Source: an optimization exercise on an open RTL-to-GDS flow (aim: small area and a short achievable clock period). Production flows keep margins and buffers that such runs may drop.
RTL that was checked went through simulation tests only; none was proved equivalent to the original.
For runs 2 and 4, only the layout was checked, not whether the RTL still works.
Power figures rest on the tool's default switching activity, not on a simulated workload.

## design/flow/config.mk

```make
export PLATFORM = sky130hd
export DESIGN_NAME = Axi4SharedSdramCtrl
export DESIGN_NICKNAME = Axi4SharedSdramCtrl
export VERILOG_FILES = /design/flow/design.v
export SDC_FILE = /design/flow/constraint.sdc
export NUM_CORES = 4
export LEC_CHECK = 0
export CAP_MARGIN = 20
export CORE_MARGIN = 2
export CORE_UTILIZATION = 55
export CTS_BUF_LIST = sky130_fd_sc_hd__clkbuf_16
export CTS_CLUSTER_DIAMETER = 100
export CTS_CLUSTER_SIZE = 30
export SETUP_SLACK_MARGIN = 5
export SLEW_MARGIN = 20
export SYNTH_HIERARCHICAL = 1
export SYNTH_MINIMUM_KEEP_SIZE = 0
```

## design/flow/constraint.sdc

```tcl
create_clock -name core_clock -period 10.0 [get_ports {io_axiClk}]
set_input_delay 2.0000 -clock core_clock [delete_from_list [all_inputs] [get_ports {io_axiClk}]]
set_output_delay 2.0000 -clock core_clock [all_outputs]
set_load 0.01 [all_outputs]
```

## design/flow/design.v

```verilog
module Axi4SharedSdramCtrl (
  input               io_axi_arw_valid,
  output              io_axi_arw_ready,
  input      [22:0]   io_axi_arw_payload_addr,
  input      [3:0]    io_axi_arw_payload_id,
  input      [7:0]    io_axi_arw_payload_len,
  input      [2:0]    io_axi_arw_payload_size,
  input      [1:0]    io_axi_arw_payload_burst,
  input               io_axi_arw_payload_write,
  input               io_axi_w_valid,
  output              io_axi_w_ready,
  input      [31:0]   io_axi_w_payload_data,
  input      [3:0]    io_axi_w_payload_strb,
  input               io_axi_w_payload_last,
  output              io_axi_b_valid,
  input               io_axi_b_ready,
  output     [3:0]    io_axi_b_payload_id,
  output     [1:0]    io_axi_b_payload_resp,
  output              io_axi_r_valid,
  input               io_axi_r_ready,
  output     [31:0]   io_axi_r_payload_data,
  output     [3:0]    io_axi_r_payload_id,
  output     [1:0]    io_axi_r_payload_resp,
  output              io_axi_r_payload_last,
  output     [10:0]   io_sdram_ADDR,
  output     [1:0]    io_sdram_BA,
  input      [31:0]   io_sdram_DQ_read,
  output     [31:0]   io_sdram_DQ_write,
  output     [31:0]   io_sdram_DQ_writeEnable,
  output     [3:0]    io_sdram_DQM,
  output              io_sdram_CASn,
  output              io_sdram_CKE,
  output              io_sdram_CSn,
  output              io_sdram_RASn,
  output              io_sdram_WEn,
  input               io_axiClk,
  input               resetCtrl_axiReset
);
  localparam T_MODE   = 3'b000;
  localparam T_PREALL = 3'b001;
  localparam T_PRESGL = 3'b010;
  localparam T_REFR   = 3'b011;
  localparam T_ACT    = 3'b100;
  localparam T_READ   = 3'b101;
  localparam T_WRITE  = 3'b110;
  localparam S_BOOT_PRE  = 2'b00;
  localparam S_BOOT_REF  = 2'b01;
  localparam S_BOOT_MODE = 2'b10;
  localparam S_RUN       = 2'b11;
  wire clk = io_axiClk;
  wire rst = resetCtrl_axiReset;
  reg         ub_valid;
  reg  [7:0]  ub_beat;
  reg  [22:0] ub_addr;
  reg  [3:0]  ub_id;
  reg  [1:0]  ub_size;
  reg  [2:0]  ub_wrap;
  reg  [1:0]  ub_burst;
  reg         ub_write;
  reg         b_valid;
  reg  [3:0]  b_id;
  reg  [10:0] refresh_value;
  reg         refresh_pending;
  reg  [3:0]  boot_cnt;        
  reg         powerup_done;
  reg  [1:0]  state;
  reg  [3:0]  bank_active;
  reg  [10:0] bank_row0, bank_row1, bank_row2, bank_row3;
  reg         p_valid;
  reg  [2:0]  p_task;
  reg  [1:0]  p_bank;
  reg  [10:0] p_rc;
  reg  [31:0] p_data;
  reg  [3:0]  p_mask;
  reg  [3:0]  p_id;
  reg         p_last;
  reg         t_read;
  reg  [2:0]  t_write;
  reg  [2:0]  t_pre0, t_pre1, t_pre2, t_pre3;
  reg  [1:0]  t_act0, t_act1, t_act2, t_act3;
  reg  [5:1]  hist;
  reg         cke_int;
  reg         rcke;
  reg  [4:0]  ctx1, ctx2, ctx3, ctx4, ctx5;
  reg  [31:0] dq_in;
  reg  [10:0] sd_addr;
  reg  [1:0]  sd_ba;
  reg  [31:0] sd_dqw;
  reg         sd_dqwe;
  reg  [3:0]  sd_dqm;
  reg         sd_rasn, sd_casn, sd_wen, sd_csn, sd_cke;
  reg  [36:0] fifo0, fifo1;
  reg         f_push_ptr, f_pop_ptr, f_rising;
  wire        len0      = (io_axi_arw_payload_len == 8'h00);
  wire [1:0]  in_lencode = io_axi_arw_payload_len[3] ? 2'd3 :
                           io_axi_arw_payload_len[2] ? 2'd2 :
                           io_axi_arw_payload_len[1] ? 2'd1 : 2'd0;
  wire [2:0]  in_wrap   = {1'b0, io_axi_arw_payload_size[1:0]} + {1'b0, in_lencode};
  wire [11:0] s_addr  = ub_valid ? ub_addr[11:0] : io_axi_arw_payload_addr[11:0];
  wire [1:0]  s_size  = ub_valid ? ub_size  : io_axi_arw_payload_size[1:0];
  wire [2:0]  s_wrap  = ub_valid ? ub_wrap  : in_wrap;
  wire [1:0]  s_burst = ub_valid ? ub_burst : io_axi_arw_payload_burst;
  wire [2:0]  inc_val = {s_size == 2'd2, s_size == 2'd1, s_size == 2'd0};
  wire [11:0] inc_base = {s_addr[11:2], s_addr[1] & ~s_size[1], s_addr[0] & (s_size == 2'd0)};
  wire [11:0] inc_sum  = inc_base + {9'd0, inc_val};
  reg  [5:0]  wrap_sel;
  always @(*) begin
    case (s_wrap)
      3'd0:    wrap_sel = 6'b000001;
      3'd1:    wrap_sel = 6'b000011;
      3'd2:    wrap_sel = 6'b000111;
      3'd3:    wrap_sel = 6'b001111;
      3'd4:    wrap_sel = 6'b011111;
      default: wrap_sel = 6'b111111;
    endcase
  end
  wire [11:0] inc_wrap = {inc_base[11:6], (inc_sum[5:0] & wrap_sel) | (inc_base[5:0] & ~wrap_sel)};
  wire [11:0] inc_next = (s_burst == 2'b00) ? s_addr :
                         (s_burst == 2'b10) ? inc_wrap : inc_sum;
  wire [1:0]  in_bank = io_axi_arw_payload_addr[11:10];
  wire [10:0] in_row  = io_axi_arw_payload_addr[22:12];
  wire [1:0]  ub_bank = ub_addr[11:10];
  wire [10:0] ub_row  = ub_addr[22:12];
  reg  [3:0]  ub_match;
  wire [3:0]  eq_in;
  wire [3:0]  eq_ub = ub_match;
  wire [3:0]  hit_in_v = eq_in & bank_active;
  wire [3:0]  hit_ub_v = eq_ub & bank_active;
  wire        hit_in = hit_in_v[in_bank];
  wire        hit_ub = hit_ub_v[ub_bank];
  wire        act_in = bank_active[in_bank];
  wire        act_ub = bank_active[ub_bank];
  wire        r_bank_hit = ub_valid ? hit_ub : hit_in;       
  wire        r_active   = ub_valid ? act_ub : act_in;
  wire [1:0]  r_bank     = ub_valid ? ub_bank : in_bank;
  wire [10:0] r_row      = ub_valid ? ub_row : in_row;
  wire [7:0]  r_col      = ub_valid ? ub_addr[9:2] : io_axi_arw_payload_addr[9:2];
  wire        r_write    = ub_valid ? ub_write : io_axi_arw_payload_write;
  wire [3:0]  r_id       = ub_valid ? ub_id : io_axi_arw_payload_id;
  wire        ub_last    = (ub_beat == 8'h01);
  wire        r_last     = ub_valid ? ub_last : len0;
  wire        r_valid    = ub_valid | io_axi_arw_valid;
  wire        wrsp_ready = ~b_valid | io_axi_b_ready;
  wire        w_ok       = ~r_write | io_axi_w_valid;
  wire        cmd_valid  = r_valid & w_ok;
  wire        any_active = |bank_active;
  wire        t_bubble;
  wire        frr        = ~p_valid | (rcke & ~t_bubble);       
  wire        run        = (state == S_RUN);
  reg         go;
  wire        wr_ok      = ~r_write | wrsp_ready;
  wire        fire       = go & cmd_valid & r_bank_hit & wr_ok;   
  Axi4SharedSdramCtrl_ready ready_logic (
    .in_row     (in_row),
    .in_bank    (in_bank),
    .row0       (bank_row0),
    .row1       (bank_row1),
    .row2       (bank_row2),
    .row3       (bank_row3),
    .in_q       (bank_active & {4{go & ~ub_valid}}),
    .ub_go      (ub_valid & go & ub_write & hit_ub),
    .arw_valid  (io_axi_arw_valid),
    .arw_write  (io_axi_arw_payload_write),
    .w_valid    (io_axi_w_valid),
    .b_valid    (b_valid),
    .b_ready    (io_axi_b_ready),
    .eq_in      (eq_in),
    .arw_ready  (io_axi_arw_ready),
    .w_ready    (io_axi_w_ready)
  );
  reg        f_valid;
  reg  [2:0] f_task;
  always @(*) begin
    case (state)
      S_BOOT_PRE:  begin f_valid = powerup_done; f_task = T_PREALL; end
      S_BOOT_REF:  begin f_valid = 1'b1;         f_task = T_REFR;   end
      S_BOOT_MODE: begin f_valid = 1'b1;         f_task = T_MODE;   end
      default: begin
        f_valid = refresh_pending | cmd_valid;
        if (refresh_pending)
          f_task = any_active ? T_PREALL : T_REFR;
        else if (r_active & ~r_bank_hit)
          f_task = T_PRESGL;
        else if (~r_active)
          f_task = T_ACT;
        else
          f_task = r_write ? T_WRITE : T_READ;
      end
    endcase
  end
  wire        f_rw = run & ~refresh_pending & r_bank_hit;
  wire [10:0] f_rc = f_rw ? {3'd0, r_col} : r_row;
  always @(posedge clk or posedge rst) begin
    if (rst) begin
      ub_valid <= 1'b0;
      b_valid  <= 1'b0;
    end else begin
      if (ub_valid) begin
        if (fire & ub_last) ub_valid <= 1'b0;
      end else begin
        if (fire & ~len0) ub_valid <= 1'b1;
      end
      if (wrsp_ready) b_valid <= fire & r_write & r_last;
    end
  end
  always @(posedge clk) begin
    if (~ub_valid) begin
      ub_addr[22:12] <= io_axi_arw_payload_addr[22:12];
      ub_id    <= io_axi_arw_payload_id;
      ub_size  <= io_axi_arw_payload_size[1:0];
      ub_wrap  <= in_wrap;
      ub_burst <= io_axi_arw_payload_burst;
      ub_write <= io_axi_arw_payload_write;
    end
    if (~ub_valid | fire) begin
      ub_addr[11:0] <= inc_next;
      ub_beat <= ub_valid ? ub_beat - 8'h01 : io_axi_arw_payload_len;
    end
    if (wrsp_ready) b_id <= r_id;
  end
  assign io_axi_b_valid        = b_valid;
  assign io_axi_b_payload_id   = b_id;
  assign io_axi_b_payload_resp = 2'b00;
  wire refresh_wrap = (refresh_value == 11'h61a);
  wire [3:0] bank_sel = 4'b0001 << r_bank;
  always @(posedge clk or posedge rst) begin
    if (rst) begin
      refresh_value   <= 11'h000;
      refresh_pending <= 1'b0;
      boot_cnt        <= 4'd10;
      powerup_done    <= 1'b0;
      state           <= S_BOOT_PRE;
      bank_active     <= 4'b0000;
      p_valid         <= 1'b0;
    end else begin
      refresh_value <= refresh_wrap ? 11'h000 : refresh_value + 11'h001;
      if (refresh_wrap) refresh_pending <= 1'b1;
      if (~powerup_done) begin
        if (refresh_wrap) boot_cnt <= boot_cnt - 4'd1;
        if (boot_cnt == 4'd0 && refresh_value == 11'd753) powerup_done <= 1'b1;
      end
      case (state)
        S_BOOT_PRE:  if (powerup_done & frr) state <= S_BOOT_REF;
        S_BOOT_REF:  if (frr) begin
                       boot_cnt <= boot_cnt + 4'd1;
                       if (boot_cnt[2:0] == 3'b111) state <= S_BOOT_MODE;
                     end
        S_BOOT_MODE: if (frr) state <= S_RUN;
        default: begin
          if (frr) begin
            if (refresh_pending) begin
              if (any_active) bank_active <= 4'b0000;
              else            refresh_pending <= 1'b0;
            end else if (cmd_valid) begin
              if (r_active & ~r_bank_hit) bank_active <= bank_active & ~bank_sel;
              else if (~r_active)         bank_active <= bank_active | bank_sel;
            end
          end
        end
      endcase
      if (frr) p_valid <= f_valid;
    end
  end
  always @(posedge clk) begin
    ub_match <= ~bank_active | (ub_valid ? ub_match : eq_in);
  end
  always @(posedge clk) begin
    if (~bank_active[0]) bank_row0 <= r_row;
    if (~bank_active[1]) bank_row1 <= r_row;
    if (~bank_active[2]) bank_row2 <= r_row;
    if (~bank_active[3]) bank_row3 <= r_row;
    if (frr) begin
      p_task <= f_task;
      p_bank <= r_bank;
      p_rc   <= f_rc;
      p_data <= io_axi_w_payload_data;
      p_mask <= io_axi_w_payload_strb;
      p_id   <= r_id;
      p_last <= r_last;
    end
  end
  function bubble_fn(input [2:0] tsk, input [1:0] bank, input br, input bw, input [3:0] bp, input [3:0] ba);
    begin
      case (tsk)
        T_MODE:   bubble_fn = ba[0];
        T_PREALL: bubble_fn = |bp;
        T_PRESGL: bubble_fn = bp[bank];
        T_REFR:   bubble_fn = |ba;
        T_ACT:    bubble_fn = ba[bank];
        T_READ:   bubble_fn = br;
        default:  bubble_fn = bw;
      endcase
    end
  endfunction
  wire b_read  = (t_read != 1'b0);
  wire b_write = (t_write != 3'd0);
  wire [3:0] b_pre = {t_pre3 != 3'd0, t_pre2 != 3'd0, t_pre1 != 3'd0, t_pre0 != 3'd0};
  wire [3:0] b_act = {t_act3 != 2'd0, t_act2 != 2'd0, t_act1 != 2'd0, t_act0 != 2'd0};
  wire bubble = bubble_fn(p_task, p_bank, b_read, b_write, b_pre, b_act);
  assign t_bubble = p_valid & bubble;
  wire c_valid = p_valid & ~bubble;      
  wire c_fire  = c_valid & rcke;
  wire [3:0] p_bank_sel = 4'b0001 << p_bank;
  wire is_mode   = c_fire & (p_task == T_MODE);
  wire is_preall = c_fire & (p_task == T_PREALL);
  wire is_presgl = c_fire & (p_task == T_PRESGL);
  wire is_refr   = c_fire & (p_task == T_REFR);
  wire is_act    = c_fire & (p_task == T_ACT);
  wire is_read   = c_fire & (p_task == T_READ);
  wire is_write  = c_fire & (p_task == T_WRITE);
  wire [3:0] act_set3 = {4{is_refr}} | ({4{is_act}} & p_bank_sel);
  wire [3:0] act_set1 = {3'b000, is_preall} | ({4{is_presgl}} & p_bank_sel);
  wire [3:0] pre_set2 = {4{is_act}} & p_bank_sel;
  wire [3:0] pre_set5 = {4{is_write}} & p_bank_sel;
  function [1:0] act_next(input [1:0] cur, input dec, input s3, input s2, input s1);
    begin
      if (s3) act_next = 2'd3;
      else if (s2 && cur <= 2'd2) act_next = 2'd2;
      else if (s1 && cur <= 2'd1) act_next = 2'd1;
      else if (dec && cur != 2'd0) act_next = cur - 2'd1;
      else act_next = cur;
    end
  endfunction
  function [2:0] pre_next(input [2:0] cur, input dec, input s5, input s2);
    begin
      if (s5 && cur <= 3'd5) pre_next = 3'd5;
      else if (s2 && cur <= 3'd2) pre_next = 3'd2;
      else if (dec && cur != 3'd0) pre_next = cur - 3'd1;
      else pre_next = cur;
    end
  endfunction
  wire       t_read_n  = is_act ? 1'b1 : (rcke ? 1'b0 : t_read);
  wire [2:0] t_write_n = (is_read && t_write <= 3'd4) ? 3'd4 :
                         (is_act && t_write <= 3'd1) ? 3'd1 :
                         (rcke && t_write != 3'd0) ? t_write - 3'd1 : t_write;
  wire [2:0] t_pre0_n = pre_next(t_pre0, rcke, pre_set5[0], pre_set2[0]);
  wire [2:0] t_pre1_n = pre_next(t_pre1, rcke, pre_set5[1], pre_set2[1]);
  wire [2:0] t_pre2_n = pre_next(t_pre2, rcke, pre_set5[2], pre_set2[2]);
  wire [2:0] t_pre3_n = pre_next(t_pre3, rcke, pre_set5[3], pre_set2[3]);
  wire [1:0] t_act0_n = act_next(t_act0, rcke, act_set3[0], is_mode, act_set1[0]);
  wire [1:0] t_act1_n = act_next(t_act1, rcke, act_set3[1], is_mode, act_set1[1]);
  wire [1:0] t_act2_n = act_next(t_act2, rcke, act_set3[2], is_mode, act_set1[2]);
  wire [1:0] t_act3_n = act_next(t_act3, rcke, act_set3[3], is_mode, act_set1[3]);
  always @(posedge clk or posedge rst) begin
    if (rst) begin
      t_read  <= 1'b0;
      t_write <= 3'd0;
      t_pre0 <= 3'd0; t_pre1 <= 3'd0; t_pre2 <= 3'd0; t_pre3 <= 3'd0;
      t_act0 <= 2'd0; t_act1 <= 2'd0; t_act2 <= 2'd0; t_act3 <= 2'd0;
    end else begin
      t_read  <= t_read_n;
      t_write <= t_write_n;
      t_pre0 <= t_pre0_n; t_pre1 <= t_pre1_n; t_pre2 <= t_pre2_n; t_pre3 <= t_pre3_n;
      t_act0 <= t_act0_n; t_act1 <= t_act1_n; t_act2 <= t_act2_n; t_act3 <= t_act3_n;
    end
  end
  wire       run_n     = (state == S_RUN) | (state == S_BOOT_MODE & frr);
  wire       pending_n = (refresh_pending | refresh_wrap) &
                         ~(run & frr & refresh_pending & ~any_active);
  wire       p_valid_n = frr ? f_valid : p_valid;
  wire [2:0] p_task_n  = frr ? f_task : p_task;
  wire [1:0] p_bank_n  = frr ? r_bank : p_bank;
  wire       bubble_n  = bubble_fn(p_task_n, p_bank_n, t_read_n != 1'b0, t_write_n != 3'd0,
                                   {t_pre3_n != 3'd0, t_pre2_n != 3'd0, t_pre1_n != 3'd0, t_pre0_n != 3'd0},
                                   {t_act3_n != 2'd0, t_act2_n != 2'd0, t_act1_n != 2'd0, t_act0_n != 2'd0});
  wire       go_n      = run_n & ~pending_n & (~p_valid_n | (cke_int & ~bubble_n));
  always @(posedge clk or posedge rst) begin
    if (rst) go <= 1'b0;
    else     go <= go_n;
  end
  wire hist0    = c_valid & (p_task == T_READ);
  wire cke_next = ~((hist0 | (|hist)) & ~io_axi_r_ready);
  wire c_write  = c_valid & (p_task == T_WRITE);
  always @(posedge clk or posedge rst) begin
    if (rst) begin
      hist    <= 5'b00000;
      cke_int <= 1'b1;
      rcke    <= 1'b1;
    end else begin
      if (rcke) hist <= {hist[4:1], hist0};
      cke_int <= cke_next;
      rcke    <= cke_int;
    end
  end
  always @(posedge clk) begin
    sd_cke <= cke_next;
    if (rcke) begin
      sd_csn <= 1'b0;
      ctx1 <= {p_id, p_last};
      ctx2 <= ctx1;
      ctx3 <= ctx2;
      ctx4 <= ctx3;
      ctx5 <= ctx4;
      dq_in <= io_sdram_DQ_read;
      sd_dqw <= p_data;
      sd_dqwe <= c_write;
      sd_dqm <= c_write ? ~p_mask : {4{~hist[1]}};
      if (c_valid) begin
        case (p_task)
          T_PREALL: {sd_rasn, sd_casn, sd_wen} <= 3'b010;
          T_REFR:   {sd_rasn, sd_casn, sd_wen} <= 3'b001;
          T_MODE:   {sd_rasn, sd_casn, sd_wen} <= 3'b000;
          T_ACT:    {sd_rasn, sd_casn, sd_wen} <= 3'b011;
          T_WRITE:  {sd_rasn, sd_casn, sd_wen} <= 3'b100;
          T_READ:   {sd_rasn, sd_casn, sd_wen} <= 3'b101;
          default:  {sd_rasn, sd_casn, sd_wen} <= 3'b010;
        endcase
      end else begin
        {sd_rasn, sd_casn, sd_wen} <= 3'b111;
      end
      sd_addr[9:0] <= (p_task == T_MODE) ? 10'h030 : p_rc[9:0];
      sd_addr[10]  <= (p_task == T_PREALL) | ((p_task == T_ACT) & p_rc[10]);
      sd_ba        <= (p_task == T_MODE) ? 2'b00 : p_bank;
    end
  end
  assign io_sdram_ADDR = sd_addr;
  assign io_sdram_BA = sd_ba;
  assign io_sdram_DQ_write = sd_dqw;
  assign io_sdram_DQ_writeEnable = {32{sd_dqwe}};
  assign io_sdram_DQM = sd_dqm;
  assign io_sdram_CSn = sd_csn;
  assign io_sdram_RASn = sd_rasn;
  assign io_sdram_CASn = sd_casn;
  assign io_sdram_WEn = sd_wen;
  assign io_sdram_CKE = sd_cke;
  wire        push_valid = hist[5] & rcke;
  wire        f_match = (f_push_ptr == f_pop_ptr);
  wire        f_empty = f_match & ~f_rising;
  wire        f_full  = f_match & f_rising;
  wire        pushing = push_valid & ~f_full;
  wire        pop_valid = ~f_empty | push_valid;
  wire        popping = pop_valid & io_axi_r_ready;
  wire [36:0] push_data = {ctx5, dq_in};
  wire [36:0] ram_rd = f_pop_ptr ? fifo1 : fifo0;
  wire [36:0] pop_data = f_empty ? push_data : ram_rd;
  always @(posedge clk or posedge rst) begin
    if (rst) begin
      f_push_ptr <= 1'b0;
      f_pop_ptr  <= 1'b0;
      f_rising   <= 1'b0;
    end else begin
      if (pushing) f_push_ptr <= ~f_push_ptr;
      if (popping) f_pop_ptr <= ~f_pop_ptr;
      if (pushing != popping) f_rising <= pushing;
    end
  end
  always @(posedge clk) begin
    if (pushing & ~f_push_ptr) fifo0 <= push_data;
    if (pushing &  f_push_ptr) fifo1 <= push_data;
  end
  assign io_axi_r_valid        = pop_valid;
  assign io_axi_r_payload_data = pop_data[31:0];
  assign io_axi_r_payload_last = pop_data[32];
  assign io_axi_r_payload_id   = pop_data[36:33];
  assign io_axi_r_payload_resp = 2'b00;
endmodule
module Axi4SharedSdramCtrl_ready (
  input      [10:0] in_row,
  input      [1:0]  in_bank,
  input      [10:0] row0,
  input      [10:0] row1,
  input      [10:0] row2,
  input      [10:0] row3,
  input      [3:0]  in_q,
  input             ub_go,
  input             arw_valid,
  input             arw_write,
  input             w_valid,
  input             b_valid,
  input             b_ready,
  output     [3:0]  eq_in,
  output            arw_ready,
  output            w_ready
);
  assign eq_in = {row3 == in_row, row2 == in_row, row1 == in_row, row0 == in_row};
  wire [3:0] in_dec = 4'b0001 << in_bank;
  wire       in_go = |(in_q & in_dec & eq_in);
  wire       wrsp_ready = ~b_valid | b_ready;
  assign arw_ready = in_go & (~arw_write | (w_valid & wrsp_ready));
  assign w_ready   = wrsp_ready & (ub_go | (in_go & arw_valid & arw_write));
endmodule
```

## design/flow/flow/run.sh

```bash
#!/bin/bash
# Standard ORFS layout (the standard.sh) with two changes:
#  - port buffers are inserted as the smallest plain buffer instead of the
#    default delay-buffer cell; repair_design / repair_timing then size them;
#  - clock tree synthesis without dummy load cells.
set -euo pipefail
bash standard.sh \
  "BUFFER_PORTS_ARGS=-buffer_cell sky130_fd_sc_hd__buf_1" \
  "CTS_ARGS=-sink_clustering_enable -repair_clock_nets -sink_clustering_size 30 -sink_clustering_max_diameter 100 -buf_list sky130_fd_sc_hd__clkbuf_16 -dont_use_dummy_load" \
  finish > standard_make.log 2>&1
```

## design/flow/standard.sh

```bash
#!/bin/bash
# synth_recipe.tcl (not shown) runs the flow's synth.tcl, then flattens the netlist and writes it again
# the make line also repeats each setting of config.mk as NAME=value (left out here)
make -C /OpenROAD-flow-scripts/flow DESIGN_CONFIG=/design/flow/config.mk WORK_HOME=/design/flow/orfs CLKGATE_MAP_FILE= SYNTH_SCRIPT=/design/flow/synth_recipe.tcl "${@:-finish}"
```

==> metrics.cfg, run 1 <==
[run_status]
status=complete, no violations

[setup_path]
critPathMaxFanout=5
critPathKind=in -> out
arrival_ns=3.25
cp-start-kind=input port
cp.required_ns=8.00
worstSetupEndpointType=output pin

[yosys]
synth_area_um2=17810
synth_top_area_cell=edfxtp_1
synth-seq-area-share_pct=63.56
yosys_warnings=7
ys_types=85
synth.area.top_cells=edfxtp_1 (51%), dfrtp_1 (8.0%), mux2i_1 (3.8%)
syn-mean-instance-area_um2=13.14
synth_top_cell_area_share_pct=51.25
synth-edff-count=304
synth_seq_cells=398
postSynthCellCount=1356
synth_ff_type=edfxtp_1
async_flop_share_pct=15.33

[power_and_ir_drop]
p_sw_share_pct=24.54
peakVddDrop_mv=0.1159
p_int_w=0.002289
p_comb_share_pct=13.6
total_leakage_power_nw=7.183
power.switching_w=0.0007441
seqPwrFrac_pct=61.0
clock_power_share_pct=25.4
power.density_nw_per_um2=155.8

[final_layout]
layout.nets=1716
nFillCells=2582
drive_gt1_share_pct=8.134
antennaDiodeCount=0
synthToLayoutAreaGrowth_pct=9.279

[floorplanning]
die_y_um=184.0
fp.coreArea_um2=31720
num_io_pins=251
die_w_um=184.0
die-area_um2=33840
placement_rows=65
start_util_pct=56.16

[sta]
hold_viol=0
max-slew-margin-rel_pct=35.04
final.setup_skew_ns=0.05145
max_freq_mhz=190.5
setup-tns-final_ns=0
finalCritPeriodShare_pct=52.49
grt_setup_unrepaired=yes
worst_slack_ns=4.751
tightestPinTransition_ns=0.9744
finalSetupViolCount=0
slew_viol_final=0
period_needed_ns=5.249

[global_routing]
grt_pass1_vias=10222
grt_pass1_wl_um=55170
antenna_found_initial=0
grt_overflow=0
gr-usage-all-layers_pct=20.65
grt_max_degree=71

[detailed_routing]
dr.pass1.iters=5
wl_per_cell_um=18.03
viasPerCell=5.473
drcViolationCount=0
drt-initial-drc-count=754
ant_nets=0
via_count=10678
wirelength_um=35170

[clock_network]
ctsHoldBuffers=0
cts_max_level=1
clk_pin_slew_ns=0.10
cts_inserted_buffers=17
cts_tree=done
cts_sinks=398
clk_latency_ns=0.53
cts_buffer_depth=3
cts-root-buf=clkbuf_16

[place]
place_congestion=0.8669
portBuffers=243
place_ws_ns=4.419
detailed_place_hpwl_um=24480

[hold_path]
min_path_type=reg -> reg

[job]
drv_cap=0

==> registers in the layout, summed over array words and instances (netlist names), 8 cells and up <==
name,cells
bank_row1,11
fifo0,37
p_rc,11
fifo1,37
sd_dqw,32
p_data,32
bank_row2,11
refresh_value,11
dq_in,32
ub_addr,23
sd_addr,11
bank_row3,11
ub_beat,8
bank_row0,11
==> routing by layer <==
metal	global-route usage, %	vias to the layer above	wire, µm
met1	29.85	5150	16200
met5	0	-	0
met2	34.04	267	16600
li1	-	5236	-
met4	3.520	0	371
met3	2.872	25	2005
==> layout by cell type (no fill, tap or decap), drive strengths merged, types with 19 or more instances in the layout <==
master / netlist / routed
edfxtp: 304 / 304
buf: 53 / 260
nand2: 117 / 117
mux2i: 72 / 72
o21ai: 70 / 70
xnor2: 66 / 66
inv: 64 / 64
nor2: 61 / 61
dfrtp: 57 / 57
a21oi: 49 / 49
ha: 47 / 47
dfxtp: 33 / 33
mux2: 29 / 29
and2: 24 / 24
nor3: 24 / 24
nand3: 20 / 20
nand2b: 19 / 19
==> logic make-up after synthesis <==
group	share of synthesized area [%]
AOI/OAI and AO/OA	7.579
xor gates and xnor gates	4.130
adders and majority gates	3.526
buffers and inverters	4.215
DFF	63.56
muxes	6.490
other	0.02105
and+or+nand+nor	10.48
==> Yosys stat by module, one instance, submodules excluded <==
module | flip-flops and latches | area, µm² | cells inside
Axi4SharedSdramCtrl | 398 | 17190 | 1274
Axi4SharedSdramCtrl_ready | 0 | 619.3 | 82
==> repair_timing <==
| action | in CTS | in global routing |
|---|---|---|
| pin swaps | 17 | 3 |
| gates resized for setup | 32 | 2 |
| setup endpoints to repair | 2 | 2 |
| buffers inserted | 6 | 1 |
| gates cloned | 0 | 0 |
==> cell usage after synthesis (19+ instances only) <==
library cell  count
mux2_2           29
xnor2_1          66
edfxtp_1        304
a21oi_1          48
o21ai_0          67
nand2_1         117
dfrtp_1          57
mux2i_1          68
clkbuf_1         28
inv_1            62
and2_1           24
dfxtp_1          33
buf_4            39
nor3_1           24
nor2_1           60
ha_1             47
nand3_1          19
==> power by group through the flow <==
stage	combinational (W)	clock, W	sequential, W
floorplan	0.000272	0	0.00189
global placement	0.000408	0	0.00189
detailed placement	0.000412	0	0.00189
CTS	0.000418	0.000806	0.00185
global route	0.000459	0.000860	0.00186
finish	0.000411	0.000770	0.00185
==> worst max-delay path: stages <==
cell      delay [ns]
buf_12          0.11
xor2_2          0.14
nor4_2          0.26
buf_4           0.16
and4bb_1        0.25
nor4_4          0.07
o21ai_1         0.12
buf_2           0.14
==> path summary, 6_finish.rpt <==
path,cells past startpoint,endpoint,slack (ns),from
worst max register to register,12,go,5.94,t_pre2[0]
worst min-delay path,0,ctx5[0],0.42,ctx4[0]
worst min register to register,0,ctx5[0],0.42,ctx4[0]
max in group asynchronous,3,f_pop_ptr,7.71,resetCtrl_axiReset
min in group asynchronous,3,t_pre0[1],1.68,resetCtrl_axiReset
worst max-delay path,8,io_axi_w_ready,4.75,io_axi_arw_payload_addr[16]
==> through the flow <==
step / instance area (µm²) / hold WS (ns) / std cells / utilization (%) / total power, W
floorplan: 17840 / 0.3607 / 1360 / - / 0.002158
global placement: 18860 / 0.4007 / 1927 / 59.45 / 0.002293
detailed placement: 18860 / 0.4045 / 1927 / 59.45 / 0.002301
CTS: 19440 / 0.4221 / 1950 / 61.31 / 0.003076
global route: 19460 / 0.4279 / 1951 / 61.37 / 0.003176
finish: 19460 / 0.4175 / 1951 / 61.37 / 0.003033
==> area by class of cell <==
cell class | count | area (µm²) | share of cell area (%)
clock buffers | 17 | 425.4 | 2.186
repair buffers | 260 | 1087 | 5.586
inverters | 64 | 242.7 | 1.247
flip-flops and latches | 398 | 11330 | 58.19
well taps | 402 | 503.0 | 2.584
multi-input cells | 810 | 5879 | 30.21
==> inputs of run 2 (changes only) <==
--- a/design/flow/design.v
+++ b/design/flow/design.v
@@ -82,10 +82,9 @@
   reg         cke_int;
   reg         rcke;
   reg  [4:0]  ctx1, ctx2, ctx3, ctx4, ctx5;
-  reg  [31:0] dq_in;
+  reg  [31:0] dq_reg;
   reg  [10:0] sd_addr;
   reg  [1:0]  sd_ba;
-  reg  [31:0] sd_dqw;
   reg         sd_dqwe;
   reg  [3:0]  sd_dqm;
   reg         sd_rasn, sd_casn, sd_wen, sd_csn, sd_cke;
@@ -391,8 +390,7 @@
       ctx3 <= ctx2;
       ctx4 <= ctx3;
       ctx5 <= ctx4;
-      dq_in <= io_sdram_DQ_read;
-      sd_dqw <= p_data;
+      dq_reg <= c_write ? p_data : io_sdram_DQ_read;
       sd_dqwe <= c_write;
       sd_dqm <= c_write ? ~p_mask : {4{~hist[1]}};
       if (c_valid) begin
@@ -415,7 +413,7 @@
   end
   assign io_sdram_ADDR = sd_addr;
   assign io_sdram_BA = sd_ba;
-  assign io_sdram_DQ_write = sd_dqw;
+  assign io_sdram_DQ_write = dq_reg;
   assign io_sdram_DQ_writeEnable = {32{sd_dqwe}};
   assign io_sdram_DQM = sd_dqm;
   assign io_sdram_CSn = sd_csn;
@@ -430,7 +428,7 @@
   wire        pushing = push_valid & ~f_full;
   wire        pop_valid = ~f_empty | push_valid;
   wire        popping = pop_valid & io_axi_r_ready;
-  wire [36:0] push_data = {ctx5, dq_in};
+  wire [36:0] push_data = {ctx5, dq_reg};
   wire [36:0] ram_rd = f_pop_ptr ? fifo1 : fifo0;
   wire [36:0] pop_data = f_empty ? push_data : ram_rd;
   always @(posedge clk or posedge rst) begin
==> run 2 against run 1 <==
Sequential share of layout area fell by 3.6 points. Still clean on timing, DRC and antenna. Largest cell class unchanged. Combinational power rose by 5.6%. Clock skew fell by 0.0097 ns. Critical path type unchanged. Utilization rose by 0.42 points. Synthesized cell count rose by 1.7%. Register-to-register slack improved by 0.03 ns. Setup slack got worse by 0.085 ns. Global-route usage rose by 1.1 points. Clock power fell by 6.4%. Routed wire length rose by 3.8%. Non-clock buffer count fell by 2.
==> metrics.cfg, run 2 <==
[run_status]
status=complete, no violations

[sta]
max_freq_mhz=187.5  ; -1.6%
tightestPinTransition_ns=0.9989  ; +0.02445 ns
final.setup_skew_ns=0.04176  ; -0.009687 ns
max-slew-margin-rel_pct=32.79  ; -2.2 points
setup-tns-final_ns=0  ; unchanged
grt_setup_unrepaired=yes
slew_viol_final=0  ; unchanged
finalCritPeriodShare_pct=53.34  ; +0.85 points
hold_viol=0  ; unchanged
finalSetupViolCount=0  ; unchanged
period_needed_ns=5.334  ; +0.08508 ns

[power_and_ir_drop]
total_leakage_power_nw=7.022  ; -2.2%
peakVddDrop_mv=0.1621  ; +40%
power.density_nw_per_um2=150.4  ; -3.5%
total_power_w=0.002857  ; -5.8%

[yosys]
ys_types=88  ; +3.5%
postSynthCellCount=1379  ; +1.7%
synth_seq_cells=366  ; -8.0%
synth.area.top_cells=edfxtp_1 (47%), dfrtp_1 (8.3%), mux2_2 (4.2%)
synth-seq-area-share_pct=60.14  ; -3.4 points
synth-edff-count=272  ; -11%
synth_most_common_cell=edfxtp_1
async_flop_share_pct=16.67  ; +1.3 points
synth_ff_type=edfxtp_1
ys_top_cells_by_count=edfxtp_1 (272), nand2_1 (104), nor2_1 (89)
synth_area_um2=17230  ; -3.3%
syn-mean-instance-area_um2=12.49  ; -4.9%
synth_top_area_cell=edfxtp_1
yosys_warnings=7  ; unchanged
synth_top_cell_area_share_pct=47.41  ; -3.8 points

[clock_network]
cts_tree=done
clk_pin_slew_ns=0.10  ; about the same
cts-root-buf=clkbuf_16
cts_buffer_depth=3  ; unchanged
ctsHoldBuffers=0  ; unchanged
clk_latency_ns=0.52  ; about the same
cts_max_level=1  ; unchanged
cts_inserted_buffers=16  ; -1
cts_sinks=366  ; -8.0%

[final_layout]
drive_gt1_share_pct=10.80  ; +2.7 points
nFillCells=2538  ; -1.7%
synthToLayoutAreaGrowth_pct=10.30
top_regs=fifo0 (37), fifo1 (37)
layout.nets=1734  ; +1.0%
final_common_cell=edfxtp_1
final_cell_mix=edfxtp_1 (272), buf_1 (228), nand2_1 (104)

[detailed_routing]
viasPerCell=5.557  ; +1.5%
ant_nets=0  ; unchanged
dr.pass1.iters=5  ; unchanged
via_count=10908  ; +2.2%
wl_per_cell_um=18.60  ; +3.2%
wirelength_um=36520  ; +3.8%
drcViolationCount=0  ; unchanged
drt-initial-drc-count=733  ; -2.8%

[floorplanning]
die-area_um2=32750  ; -3.2%
num_io_pins=251  ; unchanged
placement_rows=64  ; -1.5%
fp.coreArea_um2=30750  ; -3.1%
die_y_um=181.0  ; -1.6%
start_util_pct=56.02  ; -0.14 points
die_w_um=181.0  ; -1.6%

[setup_path]
worstSetupEndpointType=output pin
critPathKind=in -> out
arrival_ns=3.33  ; +0.08 ns
cp.required_ns=8.00  ; about the same
cp-start-kind=input port
critPathMaxFanout=5  ; unchanged

[place]
portBuffers=243  ; unchanged
detailed_place_hpwl_um=25370  ; +3.6%
place_congestion=0.8662  ; about the same

[global_routing]
grt_max_degree=74  ; +4.2%
gr-usage-all-layers_pct=21.73  ; +1.1 points
antenna_found_initial=2  ; +2
grt_overflow=0  ; unchanged
grt_pass1_vias=10405  ; +1.8%
grt_pass1_wl_um=56410  ; +2.3%

[hold_path]
min_path_type=reg -> reg

[job]
drv_cap=0  ; unchanged

## run 2: cell count changes after synthesis, moves of 6 or more
cell      delta
edfxtp_1    -32
nor3_1       +7
mux2i_1      -8
a211oi_1     -6
nand2_1     -13
and2_1      -11
nor2_1      +29
mux2_2      +36
a21oi_1      +7
o21ai_0      +7
o21a_1      -13
nand3_1      +6
clkbuf_1     +7
## run 2: path summary, 6_finish.rpt
check	startpoint	to	slack (ns)	depth (start not counted)
setup / recovery	io_axi_arw_payload_addr[16]	io_axi_arw_ready	4.67	7
hold / removal	cke_int	rcke	0.40	0
setup reg to reg	p_bank[0]	go	5.97	10
hold reg to reg	cke_int	rcke	0.40	0
max in group asynchronous	resetCtrl_axiReset	f_pop_ptr	7.69	3
min in group asynchronous	resetCtrl_axiReset	t_pre2[0]	1.70	3
## run 2: per-stage QoR
stage | hold slack [ns] | cell area [µm²] | cells | worst slack, ns | utilization (%)
floorplan | 0.3608 | 17250 | 1383 | 5.015 | -
global placement | 0.3832 | 18280 | 1942 | 4.318 | 59.46
detailed placement | 0.3822 | 18280 | 1942 | 4.300 | 59.46
CTS | 0.4001 | 18920 | 1959 | 4.700 | 61.52
global route | 0.4037 | 19000 | 1963 | 4.614 | 61.79
finish | 0.3964 | 19000 | 1963 | 4.666 | 61.79
## run 2: kinds of logic (layout without fill, tap and decap cells)
family	Yosys count	in the layout	synth area share, %
other	1	7	0.02177
XOR/XNOR	85	85	4.322
AND/OR/NAND/NOR	379	379	11.04
AO/OA/AOI/OAI	213	213	7.931
multiplexers	131	131	8.425
adder cells (fa/ha/maj)	51	51	3.791
buffers and inverters	153	335	4.329
flip-flops	366	366	60.14
## run 2: layer usage
metal  wire [µm]  global-route usage [%]  vias up
met5           0                       0        -
met4         720                   5.366        0
met3        1962                   3.407       40
met2       16700                   34.89      279
met1       17140                   31.31     5265
li1            -                       -     5324
## run 2: cell type report
type | count | area (µm²) | area share, %
Sequential cell | 366 | 10370 | 54.56
Multi-Input combinational cell | 864 | 6402 | 33.70
Timing Repair Buffer | 258 | 1097 | 5.775
Tap cell | 396 | 495.5 | 2.608
Clock buffer | 16 | 400.4 | 2.107
Inverter | 61 | 234.0 | 1.231
Antenna cell | 2 | 5.005 | 0.02634
## run 2: report_power, final
group	internal (W)	switching [W]	total (W)
registers	0.00168	0.0000248	0.00170
logic	0.000161	0.000273	0.000434
clock network	0.000291	0.000431	0.000721
## run 2: timing repair
action | 4_1_cts | 5_1_grt
setup buffers | 1 | 2
resized for setup | 48 | 17
pin swaps | 13 | 11
setup endpoints to repair | 2 | 2
## run 2: per-module statistics from Yosys (local to each module, per instance)
module / times used / flip-flops and latches / cells / area (µm²)
Axi4SharedSdramCtrl_ready: 1 / 0 / 82 / 619.3
Axi4SharedSdramCtrl: 1 / 366 / 1297 / 16610
## run 2: worst max-delay path, stage by stage
cell      delay, ns
buf_12         0.12
xor2_4         0.15
nor4_4         0.34
and4bb_1       0.29
nor4_4         0.08
a21oi_2        0.18
buf_2          0.17
==> inputs of run 3 (changes only) <==
--- a/design/flow/design.v
+++ b/design/flow/design.v
@@ -70,10 +70,8 @@
   reg  [2:0]  p_task;
   reg  [1:0]  p_bank;
   reg  [10:0] p_rc;
-  reg  [31:0] p_data;
+  reg  [31:0] p_data;    
   reg  [3:0]  p_mask;
-  reg  [3:0]  p_id;
-  reg         p_last;
   reg         t_read;
   reg  [2:0]  t_write;
   reg  [2:0]  t_pre0, t_pre1, t_pre2, t_pre3;
@@ -272,10 +270,8 @@
       p_task <= f_task;
       p_bank <= r_bank;
       p_rc   <= f_rc;
-      p_data <= io_axi_w_payload_data;
+      p_data <= {io_axi_w_payload_data[31:5], r_write ? io_axi_w_payload_data[4:0] : {r_id, r_last}};
       p_mask <= io_axi_w_payload_strb;
-      p_id   <= r_id;
-      p_last <= r_last;
     end
   end
   function bubble_fn(input [2:0] tsk, input [1:0] bank, input br, input bw, input [3:0] bp, input [3:0] ba);
@@ -385,7 +381,7 @@
     sd_cke <= cke_next;
     if (rcke) begin
       sd_csn <= 1'b0;
-      ctx1 <= {p_id, p_last};
+      ctx1 <= p_data[4:0];
       ctx2 <= ctx1;
       ctx3 <= ctx2;
       ctx4 <= ctx3;
==> run 3 against run 2 <==
Clock-buffer cell count unchanged. Routed wire length down 0.21%. Non-clock buffer count increased by 1. Synthesized cell count shrank 1.1%.
==> metrics.cfg, run 3 <==
[place]
detailed_place_hpwl_um=25310  ; -0.21%
portBuffers=243  ; unchanged
dp_cells=1928  ; -0.72%
place_congestion=0.8918  ; +3.0%
placed_cell_area_um2=18110  ; -0.94%

[clock_network]
cts-root-buf=clkbuf_16
clk_pin_slew_ns=0.11  ; about the same
cts_tree=done
clk_latency_ns=0.51  ; about the same
cts_sinks=361  ; -1.4%
cts_buffer_depth=3  ; unchanged
cts_inserted_buffers=16  ; unchanged
ctsHoldBuffers=0  ; unchanged
cts_max_level=1  ; unchanged

[detailed_routing]
viasPerCell=5.522  ; -0.63%
dr.pass1.iters=7  ; +2
via_count=10768  ; -1.3%
drcViolationCount=0  ; unchanged
ant_nets=0  ; unchanged
wirelength_um=36450  ; -0.21%
wl_per_cell_um=18.69  ; +0.46%
drt-initial-drc-count=764  ; +4.2%

[sta]
max_freq_mhz=189.5  ; +1.1%
tightestPinTransition_ns=1.058  ; +0.05893 ns
max-slew-margin-rel_pct=29.48  ; -3.3 points
grt_setup_unrepaired=yes
setup-tns-final_ns=0  ; unchanged
finalCritPeriodShare_pct=52.77  ; -0.57 points
finalSetupViolCount=0  ; unchanged
slew_viol_final=0  ; unchanged
hold_viol=0  ; unchanged
final.setup_skew_ns=0.03542  ; -0.006337 ns
period_needed_ns=5.277  ; -0.05725 ns
hold_slack_ns=0.4060  ; +0.009554 ns

[job]
drv_cap=0  ; unchanged

[power_and_ir_drop]
total_leakage_power_nw=7.004  ; -0.26%
power.density_nw_per_um2=150.6  ; +0.15%
peakVddDrop_mv=0.1986  ; +23%

[setup_path]
cp_slowest_cell=nor4_4
ff2ff_setup_slack_ns=5.91  ; -0.06 ns
critPathKind=in -> out
critPathMaxFanout=5  ; unchanged
r2r_end=go
rr_startpoint=ub_valid
rr_worst_depth=9  ; -1
worstSetupEndpointType=output pin
cp-start-kind=input port
crit_top_cell=nor4_4
cp.required_ns=8.00  ; about the same
arrival_ns=3.28  ; -0.05 ns
cp_slowest_stage_delay_ns=0.40  ; +0.06 ns
crit_chain=buf_6 -> xnor2_2 -> nand4_1 -> nor4_4 -> nor4_4 -> o21ai_2 -> buf_2

[hold_path]
holdPathEnd=rcke
hold_start=cke_int
whs_path_depth=0  ; unchanged
min_path_type=reg -> reg

[yosys]
synth.area.top_cells=edfxtp_1 (47%), dfrtp_1 (8.3%), dfxtp_1 (3.9%)
synth_top_cell_area_share_pct=46.75  ; -0.66 points
synth-seq-area-share_pct=59.54  ; -0.60 points
postSynthCellCount=1364  ; -1.1%
ys_types=93  ; +5.7%
yosys_warnings=7  ; unchanged
synth-edff-count=267  ; -1.8%
synth_most_common_cell=edfxtp_1
synth_ff_type=edfxtp_1
async_flop_share_pct=16.90  ; +0.23 points
synth_seq_cells=361  ; -1.4%
synth_top_area_cell=edfxtp_1
ys_top_cells_by_count=edfxtp_1 (267), nand2_1 (139), o21ai_0 (70)
syn-mean-instance-area_um2=12.57  ; +0.64%
synth_area_um2=17150  ; -0.45%

[final_layout]
layout.nets=1721  ; -0.75%
final_cell_count_no_fill=1950  ; -0.66%
top_regs=fifo0 (37), fifo1 (37)
synthToLayoutAreaGrowth_pct=10.05
final_cell_mix=edfxtp_1 (267), buf_1 (230), nand2_1 (139)
finish.instance_area_um2=18870  ; -0.67%
antennaDiodeCount=0  ; -2
final_common_cell=edfxtp_1
drive_gt1_share_pct=11.52  ; +0.72 points
utilization_pct=61.54  ; -0.25 points

[floorplanning]
die_w_um=180.6  ; -0.22%
num_io_pins=251  ; unchanged
die_y_um=180.6  ; -0.22%
die-area_um2=32610  ; -0.44%
start_util_pct=55.92  ; -0.11 points
placement_rows=64  ; unchanged
fp.coreArea_um2=30670  ; -0.26%

[global_routing]
antenna_found_initial=1  ; -1
grt_overflow=0  ; unchanged
grt_max_degree=80  ; +8.1%
gr-usage-all-layers_pct=21.98  ; +0.24 points
grt_pass1_wl_um=57670  ; +2.2%
grt_pass1_vias=10371  ; -0.33%

[run_status]
status=complete, no violations

## run 3: logic make-up after synthesis
logic type | synth area share [%]
multiplexers | 8.339
XOR/XNOR | 4.494
flip-flops | 59.54
AO/OA/AOI/OAI | 8.464
buffers and inverters | 4.786
other | 0.02187
AND/OR/NAND/NOR | 10.70
adder cells (fa/ha/maj) | 3.663
## run 3: final cells by class
class | count | area, µm²
repair buffers | 259 | 1121
fillers | 2499 | 11800
multi-input cells | 856 | 6407
inverters | 62 | 232.7
clock buffers | 16 | 400.4
well taps | 396 | 495.5
flip-flops and latches | 361 | 10220
## run 3: per-stage QoR
step	total power (W)	setup WS [ns]
2_1_floorplan	0.001988	5.015
3_3_place_gp	0.002139	4.200
3_5_place_dp	0.002146	4.173
4_1_cts	0.002871	4.680
5_1_grt	0.002962	4.659
6_report	0.002842	4.723
## run 3: modules after synthesis, one instance, submodules excluded
module                     area [µm²]  times used
Axi4SharedSdramCtrl             16530           1
Axi4SharedSdramCtrl_ready       619.3           1
## run 3: what timing repair did
action | in CTS | in global routing
pin swaps | 17 | 11
buffers inserted | 2 | 4
resized for setup | 43 | 22
endpoints found under the setup margin | 24 | 3
cloned | 0 | 0
## run 3: worst max-delay path: cells and delay by family
family,cells,cell delay [ns]
and+or+nand+nor,3,0.72
AOI/OAI and AO/OA,1,0.15
xor gates and xnor gates,1,0.13
buffers and inverters,2,0.27
## run 3: per-layer routing
metal	track usage (%)	share of wire [%]	vias up
met4	3.065	1.2	2
met2	35.51	47	275
met3	2.829	4.9	26
met5	0	0.038	-
met1	32.79	47	5208
li1	-	-	5257
## run 3: worst max-delay path by stage
| stage | slack, ns | end | cells past startpoint | from |
|---|---|---|---|---|
| finish | 4.72 | io_axi_w_ready | 7 | io_axi_arw_payload_addr[12] |
| global route | 4.66 | io_axi_w_ready | 7 | io_axi_arw_payload_addr[14] |
| CTS | 4.68 | io_axi_w_ready | 7 | io_axi_arw_payload_addr[18] |
| detailed placement | 4.17 | go | 13 | io_axi_arw_payload_addr[17] |
| global placement | 4.20 | go | 13 | io_axi_arw_payload_addr[17] |
| floorplan | 5.01 | io_axi_arw_ready | 6 | io_axi_arw_payload_addr[12] |
## run 3: power by group
part	switching, W	total (W)	internal (W)
combinational	0.000278	0.000439	0.000160
clock	0.000432	0.000723	0.000291
sequential	0.0000253	0.00168	0.00166
==> inputs of run 4 (changes only) <==
--- a/design/flow/design.v
+++ b/design/flow/design.v
@@ -119,7 +119,7 @@
   wire [1:0]  ub_bank = ub_addr[11:10];
   wire [10:0] ub_row  = ub_addr[22:12];
   reg  [3:0]  ub_match;
-  wire [3:0]  eq_in;
+  wire [3:0]  eq_in = {bank_row3 == in_row, bank_row2 == in_row, bank_row1 == in_row, bank_row0 == in_row};
   wire [3:0]  eq_ub = ub_match;
   wire [3:0]  hit_in_v = eq_in & bank_active;
   wire [3:0]  hit_ub_v = eq_ub & bank_active;
@@ -161,7 +161,6 @@
     .w_valid    (io_axi_w_valid),
     .b_valid    (b_valid),
     .b_ready    (io_axi_b_ready),
-    .eq_in      (eq_in),
     .arw_ready  (io_axi_arw_ready),
     .w_ready    (io_axi_w_ready)
   );
@@ -462,11 +461,10 @@
   input             w_valid,
   input             b_valid,
   input             b_ready,
-  output     [3:0]  eq_in,
   output            arw_ready,
   output            w_ready
 );
-  assign eq_in = {row3 == in_row, row2 == in_row, row1 == in_row, row0 == in_row};
+  wire [3:0] eq_in = {row3 == in_row, row2 == in_row, row1 == in_row, row0 == in_row};
   wire [3:0] in_dec = 4'b0001 << in_bank;
   wire       in_go = |(in_q & in_dec & eq_in);
   wire       wrsp_ready = ~b_valid | b_ready;
==> run 4 against run 3 <==
Still clean. Global-route usage increased by 0.51 points. Sequential share of layout area shrank 0.80 points. Cell count up 3.4%. Synthesized area up 2.1%. Critical path type unchanged.
==> metrics.cfg, run 4 <==
[place]
portBuffers=243  ; unchanged
dp_cells=1999  ; +3.7%
place_congestion=0.8670  ; -2.8%
place_ws_ns=4.274  ; +0.1013 ns
detailed_place_hpwl_um=26570  ; +5.0%

[setup_path]
crit_family=simple AND/OR/NAND/NOR gates
arrival_ns=3.27  ; about the same
critPathKind=in -> out
cp_slowest_cell=nor4_2
crit_cells=7  ; unchanged
crit_top_cell=nor4_2
critPathCapture=io_axi_w_ready
cp.required_ns=8.00  ; about the same
crit_chain=buf_6 -> xnor2_1 -> nand2_2 -> nor4_2 -> nor4_2 -> o21ai_1 -> buf_2
worstSetupEndpointType=output pin
r2r_end=go
rr_startpoint=rcke
rr_worst_depth=10  ; +1
cp_slowest_stage_delay_ns=0.34  ; -0.06 ns
crit_buf_inv=2  ; unchanged
crit_path_start=io_axi_arw_payload_addr[16]
cp-start-kind=input port
ff2ff_setup_slack_ns=5.63  ; -0.28 ns
critPathMaxFanout=9  ; +4

[detailed_routing]
via_count=11283  ; +4.8%
dr.pass1.iters=5  ; -2
wl_per_cell_um=18.84  ; +0.80%
ant_nets=0  ; unchanged
viasPerCell=5.597  ; +1.4%
wirelength_um=37980  ; +4.2%
drcViolationCount=0  ; unchanged
drt-initial-drc-count=741  ; -3.0%

[clock_network]
cts_sinks=361  ; unchanged
cts_tree=done
cts-root-buf=clkbuf_16
clk_pin_slew_ns=0.11  ; about the same
clk_latency_ns=0.53  ; +0.02 ns
cts_max_level=1  ; unchanged
cts_inserted_buffers=16  ; unchanged
ctsHoldBuffers=0  ; unchanged
cts_buffer_depth=3  ; unchanged

[power_and_ir_drop]
total_leakage_power_nw=7.181  ; +2.5%
power.density_nw_per_um2=168.7  ; +12%
peakVddDrop_mv=0.1256  ; -37%

[final_layout]
synthToLayoutAreaGrowth_pct=9.364
final_common_cell=edfxtp_1
drive_gt1_share_pct=9.733  ; -1.8 points
nFillCells=2585  ; +3.4%
utilization_pct=60.87  ; -0.67 points
top_regs=fifo0 (37), fifo1 (37)
final_cell_count_no_fill=2016  ; +3.4%
final_cell_mix=edfxtp_1 (267), buf_1 (228), nand2_1 (121)
layout.nets=1780  ; +3.4%

[yosys]
synth_area_um2=17520  ; +2.1%
ys_top_cells_by_count=edfxtp_1 (267), nand2_1 (121), xnor2_1 (80)
syn-mean-instance-area_um2=12.13  ; -3.5%
synth_top_cell_area_share_pct=45.77  ; -0.98 points
synth_most_common_cell=edfxtp_1
synth-seq-area-share_pct=58.29  ; -1.3 points
synth_top_area_cell=edfxtp_1
synth_seq_cells=361  ; unchanged
ys_types=78  ; -16%
synth_ff_type=edfxtp_1
yosys_warnings=7  ; unchanged
synth.area.top_cells=edfxtp_1 (46%), dfrtp_1 (8.1%), mux2_2 (4.1%)
synth-edff-count=267  ; unchanged
async_flop_share_pct=16.90  ; unchanged
postSynthCellCount=1444  ; +5.9%

[sta]
max-slew-margin-rel_pct=35.43  ; +6.0 points
finalSetupViolCount=0  ; unchanged
period_needed_ns=5.268  ; -0.009100 ns
worst_slack_ns=4.733  ; +0.009100 ns
grt_setup_unrepaired=yes
finalCritPeriodShare_pct=52.68  ; -0.091 points
hold_slack_ns=0.3875  ; -0.01854 ns
setup-tns-final_ns=0  ; unchanged
final.setup_skew_ns=0.04820  ; +0.01278 ns
hold_viol=0  ; unchanged
max_freq_mhz=189.8  ; +0.17%
tightestPinTransition_ns=0.9662  ; -0.09164 ns
slew_viol_final=0  ; unchanged

[job]
drv_cap=0  ; unchanged

[floorplanning]
placement_rows=65  ; +1.6%
die_y_um=182.5  ; +1.0%
die-area_um2=33290  ; +2.1%
num_io_pins=251  ; unchanged
fp.coreArea_um2=31470  ; +2.6%
start_util_pct=55.65  ; -0.26 points
die_w_um=182.5  ; +1.0%

[global_routing]
gr-usage-all-layers_pct=22.49  ; +0.51 points
grt_max_degree=76  ; -5.0%
grt_pass1_wl_um=59120  ; +2.5%
antenna_found_initial=3  ; +2
grt_overflow=0  ; unchanged
grt_pass1_vias=10723  ; +3.4%

[hold_path]
min_path_type=reg -> reg

[run_status]
status=complete, no violations

[run 4: area by class of cell]
cell class                 count  area [µm²]  area share (%)
sequential                   361       10220           53.33
multi-input combinational    918        6694           34.94
timing repair buffer         259        1120           5.845
tap                          402       503.0           2.626
clock buffer                  16       400.4           2.090
inverter                      59       221.5           1.156
antenna                        1       2.502         0.01306
[run 4: what timing repair did]
action,in CTS,in global routing
endpoints found under the setup margin,2,2
endpoints found under the hold margin,0,0
gates resized for setup,56,1
pin swaps,16,1
buffers inserted,0,0
[run 4: how the worst min path moves through the flow]
stage	startpoint	end	slack, ns	cells after the start
floorplan	cke_int	rcke	0.36	0
global placement	cke_int	rcke	0.37	0
detailed placement	cke_int	rcke	0.37	0
CTS	cke_int	rcke	0.39	0
global route	cke_int	rcke	0.39	0
finish	cke_int	rcke	0.39	0
[run 4: worst register-to-register path, delay by kind of cell (launching register included)]
kind            cells  cell delay [ns]
compound gates      5             1.07
buf+inv             2             1.14
flops               1             0.99
mux                 1             0.31
simple gates        2             0.78
[run 4: Yosys stat by module (local to each module, per instance)]
module / cells inside / flops+latches / copies in the design
Axi4SharedSdramCtrl: 1361 / 361 / 1
Axi4SharedSdramCtrl_ready: 83 / 0 / 1
[run 4: per-layer routing]
metal	GRT usage, %	share of wire, %
met4	4.677	1.9
met2	36.08	46
met3	3.273	4.8
met1	32.90	47
met5	0	0.071
[run 4: cell families (layout without fill, tap and decap cells)]
family | count (synthesis) | after routing | synth area share, %
AO/OA/AOI/OAI | 225 | 225 | 8.014
other | 1 | 6 | 0.02141
multiplexers | 136 | 136 | 8.393
adder cells (fa/ha/maj) | 49 | 49 | 3.586
flip-flops | 361 | 361 | 58.29
XOR/XNOR | 128 | 128 | 6.400
AND/OR/NAND/NOR | 375 | 375 | 10.59
buffers and inverters | 169 | 334 | 4.714
[run 4: report_power, final]
group	switching, W	leakage [nW]	internal, W
sequential	0.0000539	3.77	0.00168
clock	0.000435	0.197	0.000291
combinational	0.000480	3.21	0.000292
total	0.000969	7.18	0.00226
[run 4: per-stage QoR]
stage | power (W) | instance area [µm²]
after floorplan | 0.002288 | 17540
after global placement | 0.002527 | 18520
after detailed placement | 0.002537 | 18520
after CTS | 0.003269 | 19150
after global routing | 0.003396 | 19160
final | 0.003232 | 19160
==> inputs of run 5 (changes only) <==
--- a/design/flow/design.v
+++ b/design/flow/design.v
@@ -119,7 +119,7 @@
   wire [1:0]  ub_bank = ub_addr[11:10];
   wire [10:0] ub_row  = ub_addr[22:12];
   reg  [3:0]  ub_match;
-  wire [3:0]  eq_in = {bank_row3 == in_row, bank_row2 == in_row, bank_row1 == in_row, bank_row0 == in_row};
+  wire [3:0]  eq_in;
   wire [3:0]  eq_ub = ub_match;
   wire [3:0]  hit_in_v = eq_in & bank_active;
   wire [3:0]  hit_ub_v = eq_ub & bank_active;
@@ -161,6 +161,7 @@
     .w_valid    (io_axi_w_valid),
     .b_valid    (b_valid),
     .b_ready    (io_axi_b_ready),
+    .eq_in      (eq_in),
     .arw_ready  (io_axi_arw_ready),
     .w_ready    (io_axi_w_ready)
   );
@@ -461,10 +462,11 @@
   input             w_valid,
   input             b_valid,
   input             b_ready,
+  output     [3:0]  eq_in,
   output            arw_ready,
   output            w_ready
 );
-  wire [3:0] eq_in = {row3 == in_row, row2 == in_row, row1 == in_row, row0 == in_row};
+  assign eq_in = {row3 == in_row, row2 == in_row, row1 == in_row, row0 == in_row};
   wire [3:0] in_dec = 4'b0001 << in_bank;
   wire       in_go = |(in_q & in_dec & eq_in);
   wire       wrsp_ready = ~b_valid | b_ready;
--- a/design/flow/flow/run.sh
+++ b/design/flow/flow/run.sh
@@ -6,5 +6,5 @@
 set -euo pipefail
 bash standard.sh \
   "BUFFER_PORTS_ARGS=-buffer_cell sky130_fd_sc_hd__buf_1" \
-  "CTS_ARGS=-sink_clustering_enable -repair_clock_nets -sink_clustering_size 30 -sink_clustering_max_diameter 100 -buf_list sky130_fd_sc_hd__clkbuf_16 -dont_use_dummy_load" \
+  "CTS_ARGS=-sink_clustering_enable -repair_clock_nets -sink_clustering_size 30 -sink_clustering_max_diameter 100 -buf_list {sky130_fd_sc_hd__clkbuf_8 sky130_fd_sc_hd__clkbuf_16} -dont_use_dummy_load" \
   finish > standard_make.log 2>&1
==> run 5 against run 4 <==
Still clean on timing, DRC and antenna. Clock skew decreased by 0.013 ns. Fmax fell by 0.17%. Clock-buffer cell count unchanged. Synthesized cell count down 5.5%. Global-route usage decreased by 0.51 points. Setup slack worse by 0.0091 ns. Non-clock buffer count unchanged. Critical endpoint unchanged.
==> metrics.cfg, run 5 <==
[power_and_ir_drop]
total_power_w=0.002842  ; -12%
peakVddDrop_mv=0.1986  ; +58%
power.density_nw_per_um2=150.6  ; -11%
total_leakage_power_nw=7.004  ; -2.5%

[final_layout]
synthToLayoutAreaGrowth_pct=10.05
final_common_cell=edfxtp_1
final_cell_count_no_fill=1950  ; -3.3%
drive_gt1_share_pct=11.52  ; +1.8 points
final_cell_mix=edfxtp_1 (267), buf_1 (230), nand2_1 (139)
layout.nets=1721  ; -3.3%
top_regs=fifo0 (37), fifo1 (37)
antennaDiodeCount=0  ; -1

[yosys]
synth_most_common_cell=edfxtp_1
synth-seq-area-share_pct=59.54  ; +1.3 points
ys_top_cells_by_count=edfxtp_1 (267), nand2_1 (139), o21ai_0 (70)
yosys_warnings=7  ; unchanged
synth_seq_cells=361  ; unchanged
synth_top_cell_area_share_pct=46.75  ; +0.98 points
synth_top_area_cell=edfxtp_1
async_flop_share_pct=16.90  ; unchanged
synth-edff-count=267  ; unchanged
synth_area_um2=17150  ; -2.1%
synth_ff_type=edfxtp_1
synth.area.top_cells=edfxtp_1 (47%), dfrtp_1 (8.3%), dfxtp_1 (3.9%)
ys_types=93  ; +19%
postSynthCellCount=1364  ; -5.5%
syn-mean-instance-area_um2=12.57  ; +3.6%

[hold_path]
whs_path_depth=0  ; unchanged
hold_start=cke_int
min_path_type=reg -> reg
holdPathEnd=rcke

[place]
dp_cells=1928  ; -3.6%
place_ws_ns=4.173  ; -0.1013 ns
place_congestion=0.8918  ; +2.9%
portBuffers=243  ; unchanged
detailed_place_hpwl_um=25310  ; -4.7%

[setup_path]
rr_worst_depth=9  ; -1
critPathMaxFanout=5  ; -4
worstSetupEndpointType=output pin
rr_startpoint=ub_valid
r2r_end=go
crit_chain=buf_6 -> xnor2_2 -> nand4_1 -> nor4_4 -> nor4_4 -> o21ai_2 -> buf_2
cp_slowest_stage_delay_ns=0.40  ; +0.06 ns
cp-start-kind=input port
crit_top_cell=nor4_4
cp_slowest_cell=nor4_4
critPathKind=in -> out
arrival_ns=3.28  ; about the same
cp.required_ns=8.00  ; about the same
ff2ff_setup_slack_ns=5.91  ; +0.28 ns

[detailed_routing]
ant_nets=0  ; unchanged
wirelength_um=36450  ; -4.0%
drcViolationCount=0  ; unchanged
dr.pass1.iters=7  ; +2
wl_per_cell_um=18.69  ; -0.80%
drt-initial-drc-count=764  ; +3.1%
viasPerCell=5.522  ; -1.3%
via_count=10768  ; -4.6%

[sta]
worst_slack_ns=4.723  ; -0.009100 ns
slew_viol_final=0  ; unchanged
finalCritPeriodShare_pct=52.77  ; +0.091 points
max-slew-margin-rel_pct=29.48  ; -6.0 points
tightestPinTransition_ns=1.058  ; +0.09164 ns
setup-tns-final_ns=0  ; unchanged
finalSetupViolCount=0  ; unchanged
max_freq_mhz=189.5  ; -0.17%
grt_setup_unrepaired=yes
hold_viol=0  ; unchanged
period_needed_ns=5.277  ; +0.009100 ns
final.setup_skew_ns=0.03542  ; -0.01278 ns

[clock_network]
ctsHoldBuffers=0  ; unchanged
cts_tree=done
clk_pin_slew_ns=0.11  ; about the same
cts-root-buf=clkbuf_16
cts_inserted_buffers=16  ; unchanged
clk_latency_ns=0.51  ; -0.02 ns
cts_sinks=361  ; unchanged
cts_max_level=1  ; unchanged
cts_buffer_depth=3  ; unchanged

[global_routing]
grt_max_degree=80  ; +5.3%
grt_pass1_vias=10371  ; -3.3%
antenna_found_initial=1  ; -2
gr-usage-all-layers_pct=21.98  ; -0.51 points
grt_pass1_wl_um=57670  ; -2.5%
grt_overflow=0  ; unchanged

[run_status]
status=complete, no violations

[floorplanning]
start_util_pct=55.92  ; +0.26 points
die-area_um2=32610  ; -2.1%
placement_rows=64  ; -1.5%
die_y_um=180.6  ; -1.0%
die_w_um=180.6  ; -1.0%
fp.coreArea_um2=30670  ; -2.6%
num_io_pins=251  ; unchanged

[job]
drv_cap=0  ; unchanged

## run 5: where the power goes
group          internal, W  switching (W)  leakage (nW)  total [W]
Sequential         0.00166      0.0000253          3.75    0.00168
Combinational     0.000160       0.000278          3.05   0.000439
Clock             0.000291       0.000432         0.197   0.000723
## run 5: worst max path at each step
stage	startpoint	slack, ns	endpoint
2_1_floorplan	io_axi_arw_payload_addr[12]	5.01	io_axi_arw_ready
3_5_place_dp	io_axi_arw_payload_addr[17]	4.17	go
3_3_place_gp	io_axi_arw_payload_addr[17]	4.20	go
4_1_cts	io_axi_arw_payload_addr[18]	4.68	io_axi_w_ready
6_report	io_axi_arw_payload_addr[12]	4.72	io_axi_w_ready
5_1_grt	io_axi_arw_payload_addr[14]	4.66	io_axi_w_ready
## run 5: per-module statistics from Yosys (local to each module, per instance)
module / copies in the design / cells inside / flops+latches
Axi4SharedSdramCtrl_ready: 1 / 82 / 0
Axi4SharedSdramCtrl: 1 / 1282 / 361
## run 5: cells by family (layout without fill, tap and decap cells)
kind of cell | after synthesis | in the layout | synth area share [%]
AND/OR/NAND/NOR | 367 | 367 | 10.70
flip-flops | 361 | 361 | 59.54
AO/OA/AOI/OAI | 219 | 219 | 8.464
buffers and inverters | 151 | 337 | 4.786
multiplexers | 128 | 128 | 8.339
XOR/XNOR | 88 | 88 | 4.494
adder cells (fa/ha/maj) | 49 | 49 | 3.663
other | 1 | 5 | 0.02187
## run 5: repair_timing
action | 4_1_cts | 5_1_grt
setup endpoints to repair | 24 | 3
pin swaps | 17 | 11
buffers inserted | 2 | 4
resized for setup | 43 | 22
## run 5: stage by stage
| step | utilization, % | hold WS, ns | instance area (µm²) |
|---|---|---|---|
| finish | 61.54 | 0.4060 | 18870 |
| global placement | 59.05 | 0.3904 | 18110 |
| floorplan | - | 0.3607 | 17180 |
| global route | 61.54 | 0.4137 | 18870 |
| CTS | 61.05 | 0.4058 | 18720 |
| detailed placement | 59.05 | 0.3862 | 18110 |
## run 5: area by class of cell
type / instances / area [µm²]
Fill cell: 2499 / 11800
Sequential cell: 361 / 10220
Multi-Input combinational cell: 856 / 6407
Tap cell: 396 / 495.5
Timing Repair Buffer: 259 / 1121
Inverter: 62 / 232.7
Clock buffer: 16 / 400.4
## run 5: worst max-delay path, delay by kind of cell
| family | cells | cell delay [ns] |
|---|---|---|
| AO/OA/AOI/OAI | 1 | 0.15 |
| buffers and inverters | 2 | 0.27 |
| AND/OR/NAND/NOR | 3 | 0.72 |
| XOR/XNOR | 1 | 0.13 |
## run 5: metal layers
layer  routed length [µm]  part of all wire [%]  GRT usage, %  up-vias
met5                   14                 0.038             0        -
met4                  449                   1.2         3.065        2
met1                17240                    47         32.79     5208
li1                     -                     -             -     5257
met3                 1773                   4.9         2.829       26
met2                16970                    47         35.51      275

## what the ideal ports hide
The results above use ideal ports. As a check the final layouts listed here were re-extracted and re-timed, cells and wires unchanged.
Step 1 sets driving cells, clkbuf_16 on the clock port and buf_2 on the other inputs (assumed; they add their load-dependent delay and slew).
Step 2, shift: input delay + t, output delay - t, t = (earliest + latest rising clock arrival at the registers) / 2. This alone moves slack from input paths to output paths.
a / b / c = no drivers / after step 1 / after step 2; a / b = the first two.
| run | shift t [ns] | slack for setup (ns) | pins driven straight from the clock port |
|---|---|---|---|
| run 1 | 0.555 | 4.751 / 4.703 / 4.703 | 1 |
| run 2 | 0.552 | 4.666 / 4.613 / 4.613 | 1 |
| run 3 | 0.547 | 4.723 / 4.673 / 4.559 | 1 |
| run 4 | 0.558 | 4.733 / 4.686 / 4.686 | 1 |
| run 5 | 0.547 | 4.723 / 4.673 / 4.559 | 1 |
After both steps every run listed still meets setup and hold.
